From an optimization exercise on the open Yosys and OpenROAD flow, aimed at small area, a short achievable clock period and few clock cycles per item; shortcuts taken in it are not production practice. RTL that was checked went through simulation tests only; none was proved equivalent to the original. Function not checked in run 3: the RTL went through the layout flow alone. Power is estimated from default activity; no workload was simulated.

==> flow/design.v (outline; a module is shown in full before it is edited, if it fits) <==
// module multiplier_unsigned_b2: 32 lines
// module conv_tap: 222 lines
// module conv_tap_last: 171 lines
// module conv_head: 173 lines
// module conv_tail: 18 lines
// module conv_sel4: 14 lines
// module conv_sel8: 14 lines
// module convolution_core_timemultiplex: 196 lines
module convolution_core_timemultiplex #(
    parameter CONV_CORE_DEPTH = 32,
    parameter DATA_BITWIDTH = 16,
    parameter OUTPUT_SHIFT_BITS = 4
) (
    input clk,
    input rstn,
    input                     data_in_enable,
    input [DATA_BITWIDTH-1:0] data_in,
    output                         data_pp_out_enable,
    output     [DATA_BITWIDTH-1:0] data_pp_out,
    output reg                     data_res_out_enable,
    output     [DATA_BITWIDTH-1:0] data_res_out,
    input             p_sel,
    input      [ 3:0] p_strb,
    input      [31:0] p_addr,
    input      [31:0] p_wdata,
    input             p_ce,
    input             p_we,
    output reg        p_rdy,
    output reg [31:0] p_rdata
);
  // ...
==> flow/flow/run.sh <==
#!/bin/bash
# Layout flow: the standard synthesis, then a netlist pass that removes
# the inverters Yosys's adder extraction leaves around full-adder cells
# (flow/invopt.py, which swaps adders for their self-dual form where that
# saves inverters), then the standard layout from the edited netlist.
# The ports are buffered with plain buffers (buf_4) rather than the delay
# cell that buffer_ports picks by itself, which timing repair cannot swap
# because the platform keeps cell footprints when it resizes. The global
# router gets its own layer capacities (flow/fastroute.tcl).
set -euo pipefail
export BUFFER_PORTS_ARGS="-buffer_cell sky130_fd_sc_hd__buf_4"
export FASTROUTE_TCL="$PWD/flow/fastroute.tcl"
bash standard.sh synth > synth.log 2>&1
R=orfs/results/${FLOW_PLATFORM}/convolution_core_timemultiplex/base
cp "$R/1_2_yosys.v" "$R/1_2_yosys.std.v"
python3 flow/invopt.py "$R/1_2_yosys.std.v" "$R/1_2_yosys.v" > invopt.log 2>&1
bash standard.sh > layout.log 2>&1
==> flow/flow/fastroute.tcl <==
# Global routing layers for this design. Its cells are dense in pins, and the
# detailed router's violations sit on met1, so the global router is given
# less met1 and met2 capacity than the platform's default (0.2 on every
# layer) and moves more of the wiring up to met3 and met4.
set_global_routing_layer_adjustment met1 0.6
set_global_routing_layer_adjustment met2 0.4
set_global_routing_layer_adjustment met3-$::env(MAX_ROUTING_LAYER) 0.2

set_routing_layers -clock $::env(MIN_CLK_ROUTING_LAYER)-$::env(MAX_ROUTING_LAYER)
set_routing_layers -signal $::env(MIN_ROUTING_LAYER)-$::env(MAX_ROUTING_LAYER)
==> flow/flow/invopt.py <==
#!/usr/bin/env python3
"""Removes inverters around full-adder cells of a flat gate-level netlist.

A full adder is self-dual: FA(~a, ~b, ~c) = ~FA(a, b, c) for both outputs.
So an adder may be swapped for its dual (inputs and outputs complemented)
without changing the function. This pass swaps adders greedily whenever that
lowers the number of inverters, and deletes inverters left with no load.
Usage: invopt.py IN.v OUT.v
"""
import re
import sys
from collections import defaultdict

PFX = "sky130_fd_sc_hd__"
INV_RE = re.compile(r"^" + PFX + r"(inv|clkinv)_\d+$")
FA_RE = re.compile(r"^" + PFX + r"fa_\d+$")
OUT_PINS = {"X", "Y", "Q", "Q_N", "SUM", "COUT", "HI", "LO"}

src = open(sys.argv[1]).read()
mstart = src.index("module ")
mend = src.index("endmodule", mstart)
head_end = mstart
# split module body into items ending with ';'
body = src[mstart:mend]
items = []
depth = 0
cur = ""
i = 0
# Items are separated by ';' outside of parentheses (attributes (* *) are kept with items).
for ch in body:
    cur += ch
    if ch == "(":
        depth += 1
    elif ch == ")":
        depth -= 1
    elif ch == ";" and depth == 0:
        items.append(cur)
        cur = ""
tail = cur

inst_re = re.compile(r"^\s*(?:\(\*.*?\*\)\s*)*(" + PFX + r"\w+)\s+(\S+)\s*\((.*)\)\s*;\s*$", re.S)
pin_re = re.compile(r"\.(\w+)\s*\(\s*((?:\\\S+\s)|[^()\s]+(?:\s*\[[^\]]*\])?)\s*\)")

cells = {}  # name -> [type, {pin: net}]
order = []
other = []  # (index, text)
for k, it in enumerate(items):
    m = inst_re.match(it)
    if m:
        typ, name, conns = m.group(1), m.group(2), m.group(3)
        pins = {}
        for p, n in pin_re.findall(conns):
            pins[p] = n.strip()
        cells[name] = [typ, pins]
        order.append(("cell", name))
    else:
        order.append(("text", it))

# nets used in non-cell text (assigns, ports) are treated as fixed
fixed = set()
for kind, v in order:
    if kind == "text" and ("assign" in v or "output" in v or "input" in v):
        for tok in re.findall(r"\\\S+|[A-Za-z_][\w$]*(?:\s*\[\d+\])?", v):
            fixed.add(tok.strip())

drv = {}
loads = defaultdict(set)  # net -> set of (cell, pin)


def index():
    drv.clear()
    loads.clear()
    for name, (typ, pins) in cells.items():
        for p, n in pins.items():
            if p in OUT_PINS:
                drv[n] = (name, p)
            else:
                loads[n].add((name, p))


index()
newid = [0]
new_wires = []


def new_net():
    newid[0] += 1
    n = "_invopt_%d_" % newid[0]
    new_wires.append(n)
    return n


def is_inv(name):
    return INV_RE.match(cells[name][0]) is not None


def inv_of(n):
    """An existing inverter whose input is n, or None."""
    for (c, p) in loads.get(n, ()):
        if p == "A" and is_inv(c):
            return c
    return None


def connect(c, p, n):
    old = cells[c][1][p]
    if p in OUT_PINS:
        if drv.get(old) == (c, p):
            del drv[old]
        drv[n] = (c, p)
    else:
        loads[old].discard((c, p))
        loads[n].add((c, p))
    cells[c][1][p] = n


def remove_cell(c):
    for p, n in cells[c][1].items():
        if p in OUT_PINS:
            if drv.get(n) == (c, p):
                del drv[n]
        else:
            loads[n].discard((c, p))
    del cells[c]


ninv = [0]


def add_inv(a, y):
    ninv[0] += 1
    name = "_invopt_inv_%d_" % ninv[0]
    cells[name] = [PFX + "inv_1", {"A": a, "Y": y}]
    order.append(("cell", name))
    drv[y] = (name, "Y")
    loads[a].add((name, "A"))
    return name


def flip_gain(f):
    """Change in inverter count if adder f is swapped for its dual."""
    typ, pins = cells[f]
    d = 0
    for p in ("A", "B", "CIN"):
        n = pins[p]
        dv = drv.get(n)
        if dv and is_inv(dv[0]) and n not in fixed:
            # the input inverter can be bypassed; it goes away if f is its only load
            if len(loads[n]) == 1:
                d -= 1
        else:
            if inv_of(n) is None:
                d += 1
    for p in ("COUT", "SUM"):
        m = pins[p]
        if m in fixed:
            d += 1
            continue
        ld = loads.get(m, ())
        invs = [c for (c, q) in ld if q == "A" and is_inv(c) and cells[c][1]["Y"] not in fixed]
        nonv = len(ld) - len(invs)
        d -= len(invs)
        if nonv > 0:
            d += 1
    return d


def flip(f):
    typ, pins = cells[f]
    for p in ("A", "B", "CIN"):
        n = pins[p]
        dv = drv.get(n)
        if dv and is_inv(dv[0]) and n not in fixed:
            a = cells[dv[0]][1]["A"]
            connect(f, p, a)
            if not loads[n] and n not in fixed:
                remove_cell(dv[0])
        else:
            iv = inv_of(n)
            if iv is None:
                y = new_net()
                add_inv(n, y)
            else:
                y = cells[iv][1]["Y"]
            connect(f, p, y)
    for p in ("COUT", "SUM"):
        m = pins[p]
        m2 = new_net()
        connect(f, p, m2)
        ld = list(loads.get(m, ()))
        need_m = False
        for (c, q) in ld:
            if q == "A" and is_inv(c) and cells[c][1]["Y"] not in fixed:
                y = cells[c][1]["Y"]
                for (c2, q2) in list(loads.get(y, ())):
                    connect(c2, q2, m2)
                remove_cell(c)
            else:
                need_m = True
        if need_m or m in fixed:
            add_inv(m2, m)


def count_inv():
    return sum(1 for c in cells if is_inv(c))


before = count_inv()
fas = [c for c in cells if FA_RE.match(cells[c][0])]
for it in range(20):
    changed = 0
    for f in fas:
        if f in cells and flip_gain(f) < 0:
            flip(f)
            changed += 1
    if not changed:
        break
after = count_inv()
sys.stderr.write("invopt: %d adders, inverters %d -> %d\n" % (len(fas), before, after))

# write back
out = [src[:mstart]]
# add wire declarations right after the module header item (first item is the header)
first = True
for kind, v in order:
    if kind == "text":
        out.append(v)
        if first:
            first = False
            for w in new_wires:
                out.append("\n  wire %s;" % w)
    else:
        if v not in cells:
            continue
        typ, pins = cells[v]
        conn = ",\n".join("    .%s(%s%s)" % (p, n, " " if n.startswith("\\") else "") for p, n in pins.items())
        out.append("\n  %s %s (\n%s\n  );" % (typ, v, conn))
out.append(tail)
out.append(src[mend:])
open(sys.argv[2], "w").write("".join(out))
==> flow/standard.sh <==
#!/bin/bash
# synth_recipe.tcl (not shown) runs the flow's synth.tcl, then flattens the netlist and writes it again
# the make line also repeats each setting of config.mk as NAME=value (left out here)
make -C /OpenROAD-flow-scripts/flow DESIGN_CONFIG=/design/flow/config.mk WORK_HOME=/design/flow/orfs CLKGATE_MAP_FILE= SYNTH_SCRIPT=/design/flow/synth_recipe.tcl "${@:-finish}"
==> flow/config.mk <==
export PLATFORM = sky130hd
export DESIGN_NAME = convolution_core_timemultiplex
export DESIGN_NICKNAME = convolution_core_timemultiplex
export VERILOG_FILES = /design/flow/design.v
export SDC_FILE = /design/flow/constraint.sdc
export NUM_CORES = 4
export LEC_CHECK = 0
export CAP_MARGIN = 20
export CELL_PAD_IN_SITES_DETAIL_PLACEMENT = 1
export CELL_PAD_IN_SITES_GLOBAL_PLACEMENT = 1
export CORE_MARGIN = 2
export CORE_UTILIZATION = 35
export PLACE_DENSITY = 0.5
export SETUP_SLACK_MARGIN = 0.5
export SLEW_MARGIN = 20
==> flow/constraint.sdc <==
create_clock -name core_clock -period 5.0 [get_ports {clk}]
set_input_delay 1.0000 -clock core_clock [delete_from_list [all_inputs] [get_ports {clk}]]
set_output_delay 1.0000 -clock core_clock [all_outputs]
set_load 0.01 [all_outputs]
==> summary.txt, run 1 <==
- Top flop regs: za (620), c3 (544)
- Clock power share: roughly 44%
- R2R setup slack: between 0.1 and 0.15 ns
- Critical path class: reg2reg
- Family with the most delay on the worst path: adder cells
- Switching share of power: between 20 and 30%
- Worst-path fanout max: 7
- Min-Delay Path Depth: 3
- Die ar.: between 600000 and 700000 µm²
- Setup Slack @ Placement: -0.881 ns
- Critical Path Sink: zb[12][16]$_DFFE_PP_
- Slowest-stage cell, CP: a222oi_1
- Finished Core Util: 43.0%
- Uppermost layer routed: met5
- Met1 usage: between 60% and 70%
- Average wire per standard cell: 48.4 µm
- Multi-In Gates: 8256
- Met2 wire length: 465000 µm
- Sequential Power: about 0.032 W
- Final worst path period share: ~100%
- RSZ-0062 raised after global routing: true
- Post-CTS setup buffers: 94
- FFs & Latches: between 3000 and 4000
- Startpoint Class: register
- Sw Pwr: between 0.015 and 0.02 W
- Bufs w/o clock: ~2600
- Worst path depth: 14
- Synth Area per Inst: 15.0 µm²
- Grt total ovfl: 0
- Status: finished clean
- Synth-to-layout area growth: 22.5%
Testbench counts, summed over its fixed seeds: cycles 384, items 384.
==> run 2: changes to the inputs <==
--- a/flow/config.mk
+++ b/flow/config.mk
@@ -13,3 +13,3 @@
 export PLACE_DENSITY = 0.5
-export SETUP_SLACK_MARGIN = 0.5
+export SETUP_SLACK_MARGIN = 1.0
 export SLEW_MARGIN = 20
==> summary.txt, run 2 <==
- CTS tree: built (unchanged)
- Skew-Pair Late Insertion Delay: 1.10 ns (about the same)
- Worst-Margin Slew: 1.26 ns (was 1.29 ns)
- Cells after DPL: 22400 (unchanged)
- DR vias: 157000 (about the same)
- Die W: 778 µm (unchanged)
- Average wire per standard cell: 48.2 µm (was 48.4 µm)
- Clock root cell: clkbuf_16 (unchanged)
- Initial antenna violation count: 189 (was 185)
- Router iterations before antenna repair: 17 (was 22)
- Switching share of power: 25.2% (about the same)
- Core area: 597000 µm² (unchanged)
- Maximum root-to-sink buffer count: 4 (unchanged)
- Die Span Y: 778 µm (unchanged)
- Drt via density: 6.56 (about the same)
- Status: finished clean (unchanged)
- Most frequent cells in the layout: 2802 x a222oi_1, 2795 x edfxtp_1, 2495 x fa_1, 2028 x buf_4, 649 x dfxtp_1 (was 2802 x a222oi_1, 2795 x edfxtp_1, 2473 x fa_1, 2051 x buf_4, 649 x dfxtp_1)
- Startpoint Class: register (unchanged)
- Worst EP required: 5.84 ns (was 5.79 ns)
- Grt total ovfl: 0 (unchanged)
- Final worst path period share: 98.2% (was 97.7%)
- Largest Register: za (unchanged)
- Htree depth: 5 (unchanged)
- Layout Nets: 18300 (about the same)
- Mapped Cells: 14000 (unchanged)
- Pwr dens: 279 nW/µm² (was 278 nW/µm²)
- Max Freq: 0.204 GHz (was 0.205 GHz)
- # fillers: 58400 (about the same)
- Gr usage total: 49.9% (unchanged)
- Sw Pwr: 0.0180 W (about the same)
- Slew HR: 16.2% (was 14.3%)
- Top flop regs: za (620), c3 (544) (unchanged)
- Non-filler instance count after layout: 23900 (about the same)
- Min Tclk post-route: 4.91 ns (was 4.88 ns)
- Initial core utilization: 35.1% (unchanged)
- Register share of total power: 45.0% (was 45.1%)
- Residual DRC count: 0 (unchanged)
- RSZ-0062 raised after global routing: true (unchanged)
- Hold Violations, Final: 0 (unchanged)
- Post-route ant nets: 0 (unchanged)
- Detailed Route WL: 1150000 µm (was 1160000 µm)
- Area of the mapped netlist: 209000 µm² (unchanged)
- # clock sinks: 3447 (unchanged)
- TritonCTS Buffers: 396 (unchanged)
- Final Skew: 0.0988 ns (was 0.0976 ns)
- Largest net degree at the start of global routing: 167 (unchanged)
- Leakage power: 80.6 nW (was 80.8 nW)
- Synth-to-layout area growth: 22.3% (was 22.5%)
- IO Port Bufs: 152 (unchanged)
- Register clock-pin slew on the reported worst setup and hold paths: 0.06 ns (about the same)
- Most common cell after layout, fill and taps aside: a222oi_1 (unchanged)
- Initial DRC count: 20200 (was 20500)
- Global placement routability congestion: 1.07 (unchanged)
- P_int: 0.0535 W (about the same)
- Footprint of the multi-input gates: 106000 µm² (about the same)
- Post-DP HPWL: 849000 µm (unchanged)
- Die ar.: 605000 µm² (unchanged)
- Finished Core Util: 42.9% (was 43.0%)
- Critical path class: reg2reg (unchanged)
- Worst vdd ir: 0.391 mV (was 0.393 mV)
- Max Cap Viol: 0 (unchanged)
- Vias in the first global route: 183000 (unchanged)
- First-pass GRT wire length: 1540000 µm (unchanged)
- Element type at the critical path end: register (unchanged)
- Register Area: 97000 µm² (unchanged)
- Worst hold path type: in2reg (unchanged)
- Std-Cell Rows: 284 (unchanged)
- Final Max Slew Viols: 0 (unchanged)
- Comb power frac: 11.5% (was 11.4%)
- Clock power share: 43.4% (was 43.5%)
- # setup viols final: 0 (unchanged)
- Max reg flops: 620 (unchanged)
- Layout cell share with drive strength beyond 1: 24.7% (was 25.0%)
- Ports: 157 (unchanged)
- Worst-path fanout max: 18 (was 7)
- Ys Warns: 15 (unchanged)
- Critical path arrival: 5.75 ns (was 5.67 ns)
- Synth Area per Inst: 15.0 µm² (unchanged)
- Power, Total: 0.0715 W (was 0.0714 W)
[run 2: cell types whose count changed in the layout (fill, tap and decap cells not counted), moves of 2 or more]
cell | before | now
xnor2_2 | 17 | 19
ha_2 | 14 | 16
buf_8 | 26 | 23
clkbuf_16 | 432 | 424
buf_12 | 369 | 376
buf_4 | 2051 | 2028
buf_6 | 41 | 48
nand3_1 | 64 | 66
nand2_2 | 19 | 17
fa_1 | 2473 | 2495
diode_2 | 453 | 470
buf_16 | 87 | 80
fa_2 | 256 | 234
[run 2: final cells by class]
cell class	count	share of cell area [%]
inverters	382	0.565
multi-input cells	8256	41.4
clock inverters	251	1.21
repair buffers	2589	10.4
diodes	470	0.459
flip-flops and latches	3447	37.8
well taps	8008	3.91
clock buffers	486	4.16
[run 2: repair_timing]
action                      CTS  global route
buffers inserted             94           101
setup endpoints to repair  1109          1162
hold buffers                  0             0
gates cloned                 25            15
gates resized for setup     229           318
pin swaps                   179           322
[run 2: path summary, 6_finish.rpt]
check	slack, ns	cells after the start	endpoint	startpoint
min	0.17	3	ring[0][0]$_DFF_P_	p_wdata[16]
max	0.09	17	za[22][19]$_DFFE_PP_	feed_r$_DFF_P_
min reg2reg	0.27	0	ring[9][11]$_DFF_P_	ring[8][11]$_DFF_P_
max reg2reg	0.09	17	za[22][19]$_DFFE_PP_	feed_r$_DFF_P_
[run 2: layer usage]
layer  part of all wire, %  track usage [%]  up-vias
li1                      -                -    59300
met1                    30             66.6    79400
met2                    40             65.5    13500
met3                    19             36.5     4312
met4                    10             37.9      161
met5                  0.24             4.73        -
[run 2: power groups by stage]
stage / registers (W) / logic (W) / clock network (W)
floorplan: 0.0325 / 0.00422 / 0
global placement: 0.0328 / 0.00746 / 0
detailed placement: 0.0328 / 0.00758 / 0
CTS: 0.0322 / 0.00765 / 0.0317
global route: 0.0323 / 0.00915 / 0.0326
finish: 0.0322 / 0.00824 / 0.0311
[run 2: stage by stage]
step / cell area (µm²) / setup WS (ns) / TNS (ns) / hold slack (ns)
5_1_grt: 256000 / -0.0234 / -0.0537 / 0.177
3_3_place_gp: 235000 / -0.854 / -252.97 / 0.310
6_report: 256000 / 0.0877 / 0 / 0.172
4_1_cts: 252000 / 0.146 / 0 / 0.105
3_5_place_dp: 235000 / -0.881 / -273.20 / 0.313
2_1_floorplan: 210000 / -48.86 / - / 0.310
[run 2: critical path, stage by stage, from the launching register on]
cell	delay [ns]
dfxtp_2	0.33
buf_12	0.13
buf_12	0.14
buf_4	0.14
nand3_1	0.11
nand2_4	0.10
buf_12	0.17
buf_12	0.19
buf_12	0.16
a222oi_1	0.51
fa_1	0.57
fa_1	0.40
fa_1	0.42
fa_1	0.47
ha_2	0.22
xor2_2	0.19
xnor2_2	0.15
xnor2_2	0.28
==> module convolution_core_timemultiplex, before the edit <==
module convolution_core_timemultiplex #(
    parameter CONV_CORE_DEPTH = 32,
    parameter DATA_BITWIDTH = 16,
    parameter OUTPUT_SHIFT_BITS = 4
) (
    input clk,
    input rstn,
    input                     data_in_enable,
    input [DATA_BITWIDTH-1:0] data_in,
    output                         data_pp_out_enable,
    output     [DATA_BITWIDTH-1:0] data_pp_out,
    output reg                     data_res_out_enable,
    output     [DATA_BITWIDTH-1:0] data_res_out,
    input             p_sel,
    input      [ 3:0] p_strb,
    input      [31:0] p_addr,
    input      [31:0] p_wdata,
    input             p_ce,
    input             p_we,
    output reg        p_rdy,
    output reg [31:0] p_rdata
);
  localparam N = 32;   
  localparam W = 16;   
  localparam AW = 20;   
  localparam S_CLEAR = 2'd0;
  localparam S_IDLE = 2'd1;
  localparam S_WBUSY = 2'd2;
  reg  [1:0] state;
  reg  [5:0] cnt;
  reg  [4:0] ring_idx;   
  wire       clr = !rstn || (state == S_CLEAR);
  wire       rot = (state == S_WBUSY);
  wire       in_range = (p_addr[31:5] == 27'd0);
  wire [4:0] aidx = p_addr[4:0];
  wire       match = (ring_idx == aidx);
  wire       req = p_sel && p_ce && (state == S_IDLE);
  wire       wr_start = req && p_we && in_range;
  reg  [1:0] state_nxt;
  always @(*) begin
    state_nxt = state;
    if (!rstn) state_nxt = S_CLEAR;
    else begin
      case (state)
        S_CLEAR: if (cnt == 6'd32) state_nxt = S_IDLE;
        S_WBUSY: if (cnt == 6'd30) state_nxt = S_IDLE;
        default: if (wr_start) state_nxt = S_WBUSY;
      endcase
    end
  end
  reg feed_d, feed_r;
  always @(posedge clk) begin
    state  <= state_nxt;
    feed_d <= (state_nxt == S_IDLE);
    feed_r <= (state_nxt == S_WBUSY);
    if (!rstn) begin
      cnt      <= 6'd0;
      p_rdy    <= 1'b0;
      ring_idx <= 5'd0;
    end else begin
      ring_idx <= ring_idx + 5'd1;
      p_rdy    <= 1'b0;
      case (state)
        S_CLEAR: cnt <= cnt + 6'd1;
        S_WBUSY: begin
          cnt <= cnt + 6'd1;
          if (cnt == 6'd30) p_rdy <= 1'b1;
        end
        default: begin
          cnt <= 6'd0;
          if (req) begin
            if (p_we) begin
              if (!in_range) p_rdy <= 1'b1;
            end else if (!in_range || match) begin
              p_rdy <= 1'b1;
            end
          end
        end
      endcase
    end
  end
  reg  [  W-1:0] clo [0:N-1];   
  reg  [  W+1:0] c3  [0:N-1];   
  reg  [  W+2:0] c5_0;   
  reg  [  W+2:0] c7_0;   
  reg  [  W-1:0] ring[0:N-1];   
  wire [  W-1:0] wv = clr ? {W{1'b0}} : p_wdata[W-1:0];
  wire [  W+1:0] wd_3 = {2'b00, wv} + {1'b0, wv, 1'b0};
  wire [  W+2:0] wd_5 = {3'b000, wv} + {1'b0, wv, 2'b00};
  wire [  W+2:0] wd_7 = {wv, 3'b000} - {3'b000, wv};
  wire [  W-1:0] wd_hi = clr ? {W{1'b0}} : p_wdata[31:W];
  genvar k;
  generate
    for (k = 0; k < N; k = k + 1) begin : g_coef
      always @(posedge clk) begin
        if (clr || (wr_start && aidx == k)) begin
          clo[k] <= wv;
          c3[k]  <= wd_3;
        end
      end
    end
    for (k = 1; k < N; k = k + 1) begin : g_ring
      always @(posedge clk) ring[k] <= ring[k-1];
    end
  endgenerate
  always @(posedge clk) begin
    if (clr || (wr_start && aidx == 5'd0)) begin
      c5_0 <= wd_5;
      c7_0 <= wd_7;
    end
  end
  wire ring_ins = clr || ((wr_start || rot) && in_range && match);
  always @(posedge clk) ring[0] <= ring_ins ? wd_hi : ring[N-1];
  always @(posedge clk) begin
    p_rdata <= in_range ? {ring[N-1], clo[aidx]} : 32'd0;
  end
  reg [W-1:0] x[0:N-1];
  wire shift = clr || data_in_enable || rot;
  always @(posedge clk) begin
    if (shift) x[0] <= clr ? {W{1'b0}} : (rot ? x[N-2] : data_in);
  end
  generate
    for (k = 1; k < N - 1; k = k + 1) begin : g_win
      always @(posedge clk) if (shift) x[k] <= x[k-1];
    end
  endgenerate
  always @(posedge clk) begin
    if (clr) x[N-1] <= {W{1'b0}};
    else if (data_in_enable) x[N-1] <= x[N-2];
  end
  assign data_pp_out = x[N-1];
  reg [N-1:0] en_hist;
  always @(posedge clk) begin
    if (!rstn) en_hist <= {N{1'b0}};
    else en_hist <= {en_hist[N-2:0], data_in_enable};
  end
  assign data_pp_out_enable = en_hist[N-1];
  wire [23:0] sel_d, sel_r, sel;
  conv_sel4 u_sel_d (.x(data_in), .en(feed_d), .sel(sel_d));
  conv_sel4 u_sel_r (.x(x[N-2]), .en(feed_r), .sel(sel_r));
  assign sel = sel_d | sel_r;
  reg  [AW-1:0] za[1:N-1];
  reg  [AW-1:0] zb[1:N-1];
  reg  [4:0] zc[1:N-1];   
  wire [AW-1:0] na[1:N-1];
  wire [AW-1:0] nb[1:N-1];
  wire [4:0] nc[1:N-1];
  generate
    for (k = 1; k < N - 1; k = k + 1) begin : g_chain
      conv_tap u_tap (
          .sel(sel), .c(clo[k]), .t(c3[k]), .za(za[k+1]), .zb(zb[k+1]), .zc(zc[k+1]),
          .oa(na[k]), .ob(nb[k]), .oc(nc[k])
      );
    end
  endgenerate
  conv_tap_last u_tap_last (
      .sel(sel), .c(clo[N-1]), .t(c3[N-1]), .oa(na[N-1]), .ob(nb[N-1]), .oc(nc[N-1])
  );
  generate
    for (k = 1; k < N; k = k + 1) begin : g_chain_reg
      always @(posedge clk) begin
        if (shift) begin
          za[k] <= na[k];
          zb[k] <= nb[k];
          zc[k] <= nc[k];
        end
      end
    end
  endgenerate
  wire [41:0] sel8;
  conv_sel8 u_sel8 (.x(data_in), .sel(sel8));
  wire        h_c4;
  wire [19:0] h_s0, h_s1;
  wire [ 3:0] h_g0, h_g1, h_hx;
  conv_head u_head (
      .sel(sel8), .c(clo[0]), .t3(c3[0]), .t5(c5_0), .t7(c7_0), .za(za[1]), .zb(zb[1]), .zc(zc[1]),
      .c4(h_c4), .s0(h_s0), .s1(h_s1), .g0(h_g0), .g1(h_g1), .hx(h_hx)
  );
  reg        q_c4;
  reg [19:4] q_s0, q_s1;
  reg [ 2:0] q_g0, q_g1;
  reg [ 3:0] q_hx;
  always @(posedge clk) begin
    data_res_out_enable <= rstn && data_in_enable;
    q_c4 <= h_c4;
    q_s0 <= h_s0[19:4];
    q_s1 <= h_s1[19:4];
    q_g0 <= h_g0[2:0];
    q_g1 <= h_g1[2:0];
    q_hx <= h_hx;
  end
  conv_tail u_tail (
      .c4(q_c4), .s0({q_s0, 4'd0}), .s1({q_s1, 4'd0}), .g0({1'b0, q_g0}), .g1({1'b0, q_g1}), .hx(q_hx),
      .y(data_res_out)
  );
endmodule
==> run 3: changes to the inputs <==
==> flow/design.v (replaced) <==
module multiplier_unsigned_b2 (
    input clk,
    input rstn,
    input      [1:0] a,
    input      [1:0] b,
    output reg [3:0] q
);
  wire [4:0] res_rom[0:15];
  assign res_rom[4'b0000] = 4'b0000;
  assign res_rom[4'b0001] = 4'b0000;
  assign res_rom[4'b0010] = 4'b0000;
  assign res_rom[4'b0011] = 4'b0000;
  assign res_rom[4'b0100] = 4'b0000;
  assign res_rom[4'b0101] = 4'b0001;
  assign res_rom[4'b0110] = 4'b0010;
  assign res_rom[4'b0111] = 4'b0011;
  assign res_rom[4'b1000] = 4'b0000;
  assign res_rom[4'b1001] = 4'b0010;
  assign res_rom[4'b1010] = 4'b0100;
  assign res_rom[4'b1011] = 4'b0110;
  assign res_rom[4'b1100] = 4'b0000;
  assign res_rom[4'b1101] = 4'b0011;
  assign res_rom[4'b1110] = 4'b0110;
  assign res_rom[4'b1111] = 4'b1001;
  always @(posedge clk) begin
    if (!rstn) begin
      q <= 4'b0;
    end else begin
      q <= res_rom[{a, b}];
    end
  end
endmodule
module multiplier_unsigned #(
    parameter BITWIDTH_INPUT = 4
) (
    input clk,
    input rstn,
    input  [      BITWIDTH_INPUT - 1:0] a,
    input  [      BITWIDTH_INPUT - 1:0] b,
    output [(BITWIDTH_INPUT * 2) - 1:0] q
);
  generate
    if (BITWIDTH_INPUT > 2) begin : g_normal_mul
      reg [(BITWIDTH_INPUT * 2) - 1:0] q_buf;
      assign q = q_buf;
      wire [(BITWIDTH_INPUT / 2) - 1:0] a_h;
      wire [(BITWIDTH_INPUT / 2) - 1:0] a_l;
      wire [(BITWIDTH_INPUT / 2) - 1:0] b_h;
      wire [(BITWIDTH_INPUT / 2) - 1:0] b_l;
      assign a_h = a[BITWIDTH_INPUT-1:(BITWIDTH_INPUT/2)];
      assign a_l = a[(BITWIDTH_INPUT/2)-1:0];
      assign b_h = b[BITWIDTH_INPUT-1:(BITWIDTH_INPUT/2)];
      assign b_l = b[(BITWIDTH_INPUT/2)-1:0];
      wire [BITWIDTH_INPUT-1:0] q_bl_hh;
      multiplier_unsigned #(
          .BITWIDTH_INPUT(BITWIDTH_INPUT / 2)
      ) multiplier_unsigned_hh_inst (
          .clk (clk),
          .rstn(rstn),
          .a(a_h),
          .b(b_h),
          .q(q_bl_hh)
      );
      wire [BITWIDTH_INPUT-1:0] q_bl_hl;
      multiplier_unsigned #(
          .BITWIDTH_INPUT(BITWIDTH_INPUT / 2)
      ) multiplier_unsigned_hl_inst (
          .clk (clk),
          .rstn(rstn),
          .a(a_h),
          .b(b_l),
          .q(q_bl_hl)
      );
      wire [BITWIDTH_INPUT-1:0] q_bl_lh;
      multiplier_unsigned #(
          .BITWIDTH_INPUT(BITWIDTH_INPUT / 2)
      ) multiplier_unsigned_lh_inst (
          .clk (clk),
          .rstn(rstn),
          .a(a_l),
          .b(b_h),
          .q(q_bl_lh)
      );
      wire [BITWIDTH_INPUT-1:0] q_bl_ll;
      multiplier_unsigned #(
          .BITWIDTH_INPUT(BITWIDTH_INPUT / 2)
      ) multiplier_unsigned_ll_inst (
          .clk (clk),
          .rstn(rstn),
          .a(a_l),
          .b(b_l),
          .q(q_bl_ll)
      );
      reg [(BITWIDTH_INPUT * 2) - 1:0] q_buf_0;
      always @(posedge clk) begin
        if (!rstn) begin
          q_buf_0 <= {(2 * BITWIDTH_INPUT) {1'b0}};
        end else begin
          q_buf_0 <= {q_bl_hh, {(BITWIDTH_INPUT) {1'b0}}} + {q_bl_hl, {(BITWIDTH_INPUT / 2) {1'b0}}};
        end
      end
      reg [(BITWIDTH_INPUT * 2) - 1:0] q_buf_1;
      always @(posedge clk) begin
        if (!rstn) begin
          q_buf_1 <= {(2 * BITWIDTH_INPUT) {1'b0}};
        end else begin
          q_buf_1 <= {q_bl_lh, {(BITWIDTH_INPUT / 2) {1'b0}}} + q_bl_ll;
        end
      end
      always @(posedge clk) begin
        if (!rstn) begin
          q_buf <= {(2 * BITWIDTH_INPUT) {1'b0}};
        end else begin
          q_buf <= q_buf_0 + q_buf_1;
        end
      end
    end else begin : g_b2_mul
      multiplier_unsigned_b2 multiplier_unsigned_b2_inst (
          .clk (clk),
          .rstn(rstn),
          .a(a),
          .b(b),
          .q(q)
      );
    end
  endgenerate
endmodule
module convolution_core_timemultiplex #(
    parameter CONV_CORE_DEPTH = 32,
    parameter DATA_BITWIDTH = 16,
    parameter OUTPUT_SHIFT_BITS = 4
) (
    input clk,
    input rstn,
    input                     data_in_enable,
    input [DATA_BITWIDTH-1:0] data_in,
    output                         data_pp_out_enable,
    output     [DATA_BITWIDTH-1:0] data_pp_out,
    output reg                     data_res_out_enable,
    output reg [DATA_BITWIDTH-1:0] data_res_out,
    input             p_sel,
    input      [ 3:0] p_strb,
    input      [31:0] p_addr,
    input      [31:0] p_wdata,
    input             p_ce,
    input             p_we,
    output reg        p_rdy,
    output reg [31:0] p_rdata
);
  localparam CONF_BUF_LENGTH = CONV_CORE_DEPTH;
  reg  [31:0] conf_buf    [ 0:CONF_BUF_LENGTH - 1];
  wire        p_addr_in_range = (p_addr < CONF_BUF_LENGTH);
  wire [$clog2(CONF_BUF_LENGTH)-1:0] p_addr_idx = p_addr[$clog2(CONF_BUF_LENGTH)-1:0];
  reg  [31:0] conf_buf_ci;
  reg  [ 7:0] apb_state;
  localparam APB_RESET = 8'h00;
  localparam APB_IDEL = 8'h01;
  localparam APB_WRITE = 8'h02;
  localparam APB_READ = 8'h03;
  always @(posedge clk) begin
    if (!rstn) begin
      conf_buf_ci <= 32'h0;
      p_rdy       <= 1'b0;
      p_rdata     <= 32'h0;
      apb_state   <= APB_RESET;
    end else begin
      case (apb_state)
        APB_RESET: begin
          conf_buf[conf_buf_ci[$clog2(CONF_BUF_LENGTH)-1:0]] <= 32'h0;
          if (conf_buf_ci < CONF_BUF_LENGTH - 1) begin
            conf_buf_ci <= conf_buf_ci + 1;
            apb_state   <= APB_RESET;
          end else begin
            conf_buf_ci <= 32'h0;
            apb_state   <= APB_IDEL;
          end
          p_rdy   <= 1'b0;
          p_rdata <= 32'h0;
        end
        APB_IDEL: begin
          conf_buf_ci <= 32'h0;
          p_rdy       <= 1'b0;
          p_rdata     <= 32'h0;
          if (p_sel) begin
            if (p_we) begin
              apb_state <= APB_WRITE;
            end else begin
              apb_state <= APB_READ;
            end
          end else begin
            apb_state <= APB_IDEL;
          end
        end
        APB_WRITE: begin
          conf_buf_ci <= 32'h0;
          if (p_ce) begin
            p_rdy            <= 1'b1;
            if (p_addr_in_range) begin
              conf_buf[p_addr_idx] <= p_wdata;
            end
            apb_state        <= APB_IDEL;
          end else begin
            p_rdy <= 1'b0;
            apb_state <= APB_WRITE;
          end
          p_rdata <= 32'h0;
        end
        APB_READ: begin
          conf_buf_ci <= 32'h0;
          if (p_ce) begin
            p_rdy     <= 1'b1;
            p_rdata   <= p_addr_in_range ? conf_buf[p_addr_idx] : 32'h0;
            apb_state <= APB_IDEL;
          end else begin
            p_rdy     <= 1'b0;
            p_rdata   <= 32'h0;
            apb_state <= APB_READ;
          end
        end
        default: begin
          conf_buf_ci <= 32'h0;
          p_rdy       <= 1'b0;
          p_rdata     <= 32'h0;
          apb_state   <= APB_RESET;
        end
      endcase
    end
  end
  genvar gen_i;
  genvar gen_j;
  genvar gen_k;
  reg [DATA_BITWIDTH-1:0] conv_pipeline[0:CONV_CORE_DEPTH - 1];
  generate
    for (gen_i = 1; gen_i < CONV_CORE_DEPTH; gen_i = gen_i + 1) begin : g_conv_pipeline
      always @(posedge clk) begin
        if (!rstn) begin
          conv_pipeline[gen_i] <= {DATA_BITWIDTH{1'b0}};
        end else begin
          if (data_in_enable) begin
            conv_pipeline[gen_i] <= conv_pipeline[gen_i-1];
          end else begin
            conv_pipeline[gen_i] <= conv_pipeline[gen_i];
          end
        end
      end
    end
  endgenerate
  always @(posedge clk) begin
    if (!rstn) begin
      conv_pipeline[0] <= {DATA_BITWIDTH{1'b0}};
    end else begin
      if (data_in_enable) begin
        conv_pipeline[0] <= data_in;
      end else begin
        conv_pipeline[0] <= conv_pipeline[0];
      end
    end
  end
  assign data_pp_out = conv_pipeline[CONV_CORE_DEPTH-1];
  reg [CONV_CORE_DEPTH - 1:0] data_pp_out_enable_buf;
  generate
    for (gen_i = 1; gen_i < CONV_CORE_DEPTH; gen_i = gen_i + 1) begin : g_data_pp_out_enable_buf
      always @(posedge clk) begin
        if (!rstn) begin
          data_pp_out_enable_buf[gen_i] <= 1'b0;
        end else begin
          data_pp_out_enable_buf[gen_i] <= data_pp_out_enable_buf[gen_i-1];
        end
      end
    end
  endgenerate
  always @(posedge clk) begin
    if (!rstn) begin
      data_pp_out_enable_buf[0] <= 1'b0;
    end else begin
      data_pp_out_enable_buf[0] <= data_in_enable;
    end
  end
  assign data_pp_out_enable = data_pp_out_enable_buf[CONV_CORE_DEPTH-1];
  reg [$clog2(CONV_CORE_DEPTH)-1:0] mul_op_index;
  always @(posedge clk) begin
    if (!rstn) begin
      mul_op_index <= {$clog2(CONV_CORE_DEPTH) {1'b0}};
    end else begin
      if (data_in_enable) begin
        mul_op_index <= {$clog2(CONV_CORE_DEPTH) {1'b0}};
      end else begin
        if (mul_op_index != {$clog2(CONV_CORE_DEPTH) {1'b1}}) begin
          mul_op_index <= mul_op_index + 1;
        end else begin
          mul_op_index <= mul_op_index;
        end
      end
    end
  end
  wire [               31:0] conv_arg = conf_buf[mul_op_index];
  wire [2*DATA_BITWIDTH-1:0] mul_res;
  multiplier_unsigned #(
      .BITWIDTH_INPUT(DATA_BITWIDTH)
  ) multiplier_unsigned_inst (
      .clk (clk),
      .rstn(rstn),
      .a(conv_pipeline[mul_op_index]),
      .b(conv_arg[DATA_BITWIDTH-1:0]),
      .q(mul_res)
  );
  reg [31:0] delay_cnt;
  always @(posedge clk) begin
    if (!rstn) begin
      delay_cnt <= {32{1'b0}};
    end else begin
      if (data_in_enable) begin
        delay_cnt <= {32{1'b0}};
      end else begin
        if (delay_cnt < $clog2(DATA_BITWIDTH) * 2 - 1) begin
          delay_cnt <= delay_cnt + 1;
        end else begin
          delay_cnt <= delay_cnt;
        end
      end
    end
  end
  reg [$clog2(CONV_CORE_DEPTH)-1:0] adder_cnt;
  reg [        2*DATA_BITWIDTH-1:0] adder_bufs_0;
  always @(posedge clk) begin
    if (!rstn) begin
      adder_cnt    <= {$clog2(CONV_CORE_DEPTH) {1'b0}};
      adder_bufs_0 <= {(2 * DATA_BITWIDTH) {1'b0}};
    end else begin
      if (delay_cnt < $clog2(DATA_BITWIDTH) * 2 - 1) begin
        adder_cnt    <= {$clog2(CONV_CORE_DEPTH) {1'b0}};
        adder_bufs_0 <= {(2 * DATA_BITWIDTH) {1'b0}};
      end else begin
        if (adder_cnt != CONV_CORE_DEPTH - 1) begin
          adder_cnt    <= adder_cnt + 1;
          adder_bufs_0 <= adder_bufs_0 + mul_res;
        end else begin
          adder_cnt    <= adder_cnt;
          adder_bufs_0 <= adder_bufs_0;
        end
      end
    end
  end
  reg [$clog2(CONV_CORE_DEPTH)-1:0] adder_cnt_buf[0:1];
  always @(posedge clk) begin
    if (!rstn) begin
      adder_cnt_buf[0] <= 1'b0;
      adder_cnt_buf[1] <= 1'b0;
    end else begin
      adder_cnt_buf[0] <= adder_cnt;
      adder_cnt_buf[1] <= adder_cnt_buf[0];
    end
  end
  reg res_pending;
  always @(posedge clk) begin
    if (!rstn) begin
      res_pending <= 1'b0;
    end else begin
      if (data_in_enable) begin
        res_pending <= 1'b1;
      end else if ((adder_cnt_buf[0] == CONV_CORE_DEPTH - 1) && (adder_cnt_buf[1] != CONV_CORE_DEPTH - 1)) begin
        res_pending <= 1'b0;
      end
    end
  end
  wire [2*DATA_BITWIDTH-1:0] adder_bufs_1 = adder_bufs_0 + mul_res;
  always @(posedge clk) begin
    if (!rstn) begin
      data_res_out_enable <= 1'b0;
      data_res_out        <= {DATA_BITWIDTH{1'b0}};
    end else begin
      if (res_pending && (adder_cnt_buf[0] == CONV_CORE_DEPTH - 1) && (adder_cnt_buf[1] != CONV_CORE_DEPTH - 1)) begin
        data_res_out_enable <= 1'b1;
        data_res_out        <= adder_bufs_1[DATA_BITWIDTH-1+OUTPUT_SHIFT_BITS:OUTPUT_SHIFT_BITS];
      end else begin
        data_res_out_enable <= 1'b0;
        data_res_out        <= {DATA_BITWIDTH{1'b0}};
      end
    end
  end
endmodule   
==> flow/run.sh (new file) <==
#!/bin/bash
# synth_recipe.tcl (not shown) runs the flow's synth.tcl, then flattens the netlist and writes it again
# the make line also repeats each setting of config.mk as NAME=value (left out here)
make -C /OpenROAD-flow-scripts/flow DESIGN_CONFIG=/design/flow/config.mk WORK_HOME=/design/flow/orfs CLKGATE_MAP_FILE= SYNTH_SCRIPT=/design/flow/synth_recipe.tcl finish
--- a/flow/config.mk
+++ b/flow/config.mk
@@ -8,8 +8,4 @@
 export CAP_MARGIN = 20
-export CELL_PAD_IN_SITES_DETAIL_PLACEMENT = 1
-export CELL_PAD_IN_SITES_GLOBAL_PLACEMENT = 1
 export CORE_MARGIN = 2
-export CORE_UTILIZATION = 35
-export PLACE_DENSITY = 0.5
-export SETUP_SLACK_MARGIN = 1.0
+export CORE_UTILIZATION = 40
 export SLEW_MARGIN = 20
removed: flow/flow/run.sh
removed: flow/flow/fastroute.tcl
removed: flow/flow/invopt.py
removed: flow/standard.sh
==> summary.txt, run 3 <==
- Clock root cell: clkbuf_16 (unchanged)
- Max Cap Viol: 0 (unchanged)
- Worst hold path type: reg2reg (was in2reg)
- Critical path arrival: 5.18 ns (was 5.75 ns)
- IO Port Bufs: 152 (unchanged)
- Die ar.: 240000 µm² (was 605000 µm²)
- Post-route ant nets: 0 (unchanged)
- Largest area contributor in the netlist: edfxtp_1
- Router iterations before antenna repair: 5 (was 17)
- DR WL met3: 16100 µm (was 215000 µm)
- Met2 wire length: 121000 µm (was 465000 µm)
- Hold Violations, Final: 0 (unchanged)
- Status: finished clean (unchanged)
- Met1 Routed Length: 107000 µm (was 351000 µm)
- Clock power share: 44.7% (was 43.4%)
- Startpoint Class: register (unchanged)
- Htree depth: 4 (was 5)
- Element type at the critical path end: register (unchanged)
- Worst EP required: 5.78 ns (was 5.84 ns)
- Sequential area share after synthesis: 60.1%
- Post-cts resize count: 0 (was 229)
- Sw Pwr: 0.00884 W (was 0.0180 W)
- # setup viols final: 0 (unchanged)
- Synth Area per Inst: 13.6 µm² (was 15.0 µm²)
- CTS tree: built (unchanged)
- First-pass GRT wire length: 374000 µm (was 1540000 µm)
- Detailed Route WL: 252000 µm (was 1150000 µm)
- # clock sinks: 2319 (was 3447)
- Comb power frac: 4.8% (was 11.5%)
- Critical path class: reg2reg (unchanged)
- Most common cell after layout, fill and taps aside: dfxtp_1 (was a222oi_1)
- TNS Setup: 0 ns (unchanged)
- Most frequent cells in the layout: 1289 x dfxtp_1, 1024 x edfxtp_1, 897 x nor2_1, 630 x mux2i_1, 402 x mux4_2 (was 2802 x a222oi_1, 2795 x edfxtp_1, 2495 x fa_1, 2028 x buf_4, 649 x dfxtp_1)
- Synth Flop Type: dfxtp_1
- Finished Core Util: 46.2% (was 42.9%)
- Initial core utilization: 40.2% (was 35.1%)
- DR vias: 57600 (was 157000)
- Residual DRC count: 0 (unchanged)
- Die Span Y: 489 µm (was 778 µm)
- Post-DP HPWL: 158000 µm (was 849000 µm)
- Pwr dens: 365 nW/µm² (was 279 nW/µm²)
- Vias in the first global route: 57700 (was 183000)
- Share of the synthesized area in the top cell type: around a third
- Leakage power: 37.7 nW (was 80.6 nW)
- Final worst path period share: 88.1% (was 98.2%)
- Initial DRC count: 5688 (was 20200)
- Std-Cell Rows: 178 (was 284)
- Largest cells by area after synthesis: edfxtp_1 33%, dfxtp_1 28%, mux4_2 9.6%
- Ys Warns: 9 (was 15)
- Max Freq: 0.227 GHz (was 0.204 GHz)
- Register clock-pin slew on the reported worst setup and hold paths: 0.07 ns (was 0.06 ns)
- Skew-Pair Late Insertion Delay: 0.88 ns (was 1.10 ns)
- Worst vdd ir: 0.320 mV (was 0.391 mV)
- Mapped Cells: 6932 (was 14000)
- Ports: 157 (unchanged)
- Uppermost layer routed: met5 (unchanged)
- Average wire per standard cell: 24.0 µm (was 48.2 µm)
- Worst-Margin Slew: 1.11 ns (was 1.26 ns)
- Most frequent cells after synthesis: 1295 x dfxtp_1, 1024 x edfxtp_1, 929 x nor2_1
- Gr usage total: 20.8% (was 49.9%)
- Count of cell types in the netlist: between 100 and 150
- Layout cell share with drive strength beyond 1: 15.6% (was 24.7%)
- Slew HR: 25.7% (was 16.2%)
- Asr flop ratio synth: 0%
- Min Tclk post-route: 4.41 ns (was 4.91 ns)
- EDFF count, synth: roughly 1000
- Worst-path fanout max: 17 (was 18)
- Post-CTS setup buffers: 0 (was 94)
- RSZ-0062 raised after global routing: false (was true)
- Switching share of power: 22.3% (was 25.2%)
- Core area: 235000 µm² (was 597000 µm²)
- Synth-to-layout area growth: 15.0% (was 22.3%)
- Layout Nets: 7464 (was 18300)
- # fillers: 20800 (was 58400)
- TritonCTS Buffers: 231 (was 396)
- P_int: 0.0308 W (was 0.0535 W)
- Final Skew: 0.0448 ns (was 0.0988 ns)
- Maximum root-to-sink buffer count: 3 (was 4)
- CTS Hold Bufs: 0 (unchanged)
- Register share of total power: 50.5% (was 45.0%)
- Final Cell Area: 108000 µm² (was 256000 µm²)
- Drt via density: 5.50 (was 6.56)
- Number of synthesized register bits: ~2300
- Grt total ovfl: 0 (unchanged)
- Largest net degree at the start of global routing: 207 (was 167)
- Post-DP Area: 101000 µm² (was 235000 µm²)
- Area of the mapped netlist: 94300 µm² (was 209000 µm²)
- Die W: 489 µm (was 778 µm)
- Final Max Slew Viols: 0 (unchanged)
- Most frequent cell after synthesis: dfxtp_1
- Initial antenna violation count: 6 (was 189)
- Global placement routability congestion: 0.829 (was 1.07)
run 3: cell types whose count changed in the layout (fill, tap and decap cells not counted), moves of 469 or more:
cell / change
a222oi_1: -2783
fa_1: -2452
buf_4: -1836
edfxtp_1: -1771
nor2_1: +741
dfxtp_1: +640
mux2i_1: +554
diode_2: -469
run 3: final timing paths:
kind	startpoint	slack [ns]	end	depth (start not counted)
worst max-delay path	mul_op_index[1]$_SDFFE_PP0P_	0.59	register	9
worst min-delay path	register	0.42	register	1
worst max register to register	mul_op_index[1]$_SDFFE_PP0P_	0.59	register	9
worst min register to register	register	0.42	register	1
run 3: power by group through the flow:
stage	Combinational, W	Sequential [W]	Clock [W]
floorplan	0.00132	0.0203	0
global placement	0.00190	0.0204	0
detailed placement	0.00191	0.0204	0
CTS	0.00192	0.0200	0.0180
global route	0.00206	0.0200	0.0188
finish	0.00191	0.0200	0.0177
run 3: area by class of cell:
cell class	instances	area, µm²	share of cell area, %
antenna	1	2.50	0.00231
inverter	181	687	0.634
timing repair buffer	385	3820	3.53
tap	3150	3940	3.64
multi-input combinational	4020	35400	32.6
clock inverter	118	1320	1.22
clock buffer	311	6530	6.02
sequential	2319	56700	52.3
run 3: through the flow:
stage                     cells  setup slack [ns]  total power, W  hold slack (ns)
after global placement    10100             0.637          0.0223            0.414
after floorplan            6957             0.781          0.0217            0.412
final                     10500             0.594          0.0396            0.418
after CTS                 10500             0.671          0.0400            0.416
after detailed placement  10100             0.605          0.0223            0.417
after global routing      10500             0.399          0.0408            0.436
run 3: cells by family (layout without fill, tap and decap cells):
group / count (synthesis) / in the layout / share of synthesized area, %
AND/OR/NAND/NOR: 1719 / 1719 / 8.81
XOR/XNOR: 163 / 163 / 1.51
flip-flops: 2319 / 2319 / 60.1
AO/OA/AOI/OAI: 823 / 823 / 6.56
adder cells (fa/ha/maj): 236 / 236 / 3.47
other: 1 / 27 / 0.00398
multiplexers: 1053 / 1053 / 16.7
buffers and inverters: 618 / 995 / 2.86
run 3: metal layers:
metal | GRT usage (%) | up-vias
met4 | 6.46 | 2
met5 | 0 | -
met2 | 34.7 | 1899
met3 | 3.24 | 461
li1 | - | 26000
met1 | 28.0 | 29200
run 3: worst max-delay path, cell delays in order (launching register included):
cell and delay [ns]:
dfxtp_1 0.35, inv_1 0.10, ha_1 0.73, and4b_1 1.00, a22o_1 0.23, a221oi_1 0.05, nand4_1 0.27, o31a_1 0.84
nand2_1 0.47, nor2_1 0.20

## static timing again, ports no longer ideal
The results above use ideal ports. As a check the final layouts listed here were re-extracted and re-timed, cells and wires unchanged.
Step 1 (the two cells are an assumption about what drives the block):
set clk [get_ports {clk}]
set_driving_cell -lib_cell sky130_fd_sc_hd__clkbuf_16 $clk
set_driving_cell -lib_cell sky130_fd_sc_hd__buf_2 [delete_from_list [all_inputs] $clk]
Step 2 adds t to the input delays and takes it off the output delays; t is the mean of the earliest and latest rising clock arrival at the registers after step 1. Input paths then give back, and output paths get back, about the clock's delay inside the block.
Three values: ideal ports, drivers, drivers and shift; two values: the first two.
run	t, ns	slack for setup (ns)	hold slack, ns	worst setup path at the end
run 1	1.191	0.116 / 0.116 / -0.880	0.168 / 0.059 / 0.270	input to register
run 2	1.188	0.088 / 0.088 / -0.912	0.172 / 0.063 / 0.273	input to register
run 3	0.956	0.594 / 0.594 / 0.594	0.418 / 0.418 / 0.418	register to register
Met with ideal ports but missed after step 2: setup timing in run 1 and run 2. For run 2, which loses most, drivers alone change the setup slack by 0.000 ns; drivers and shift together by -1.000 ns.
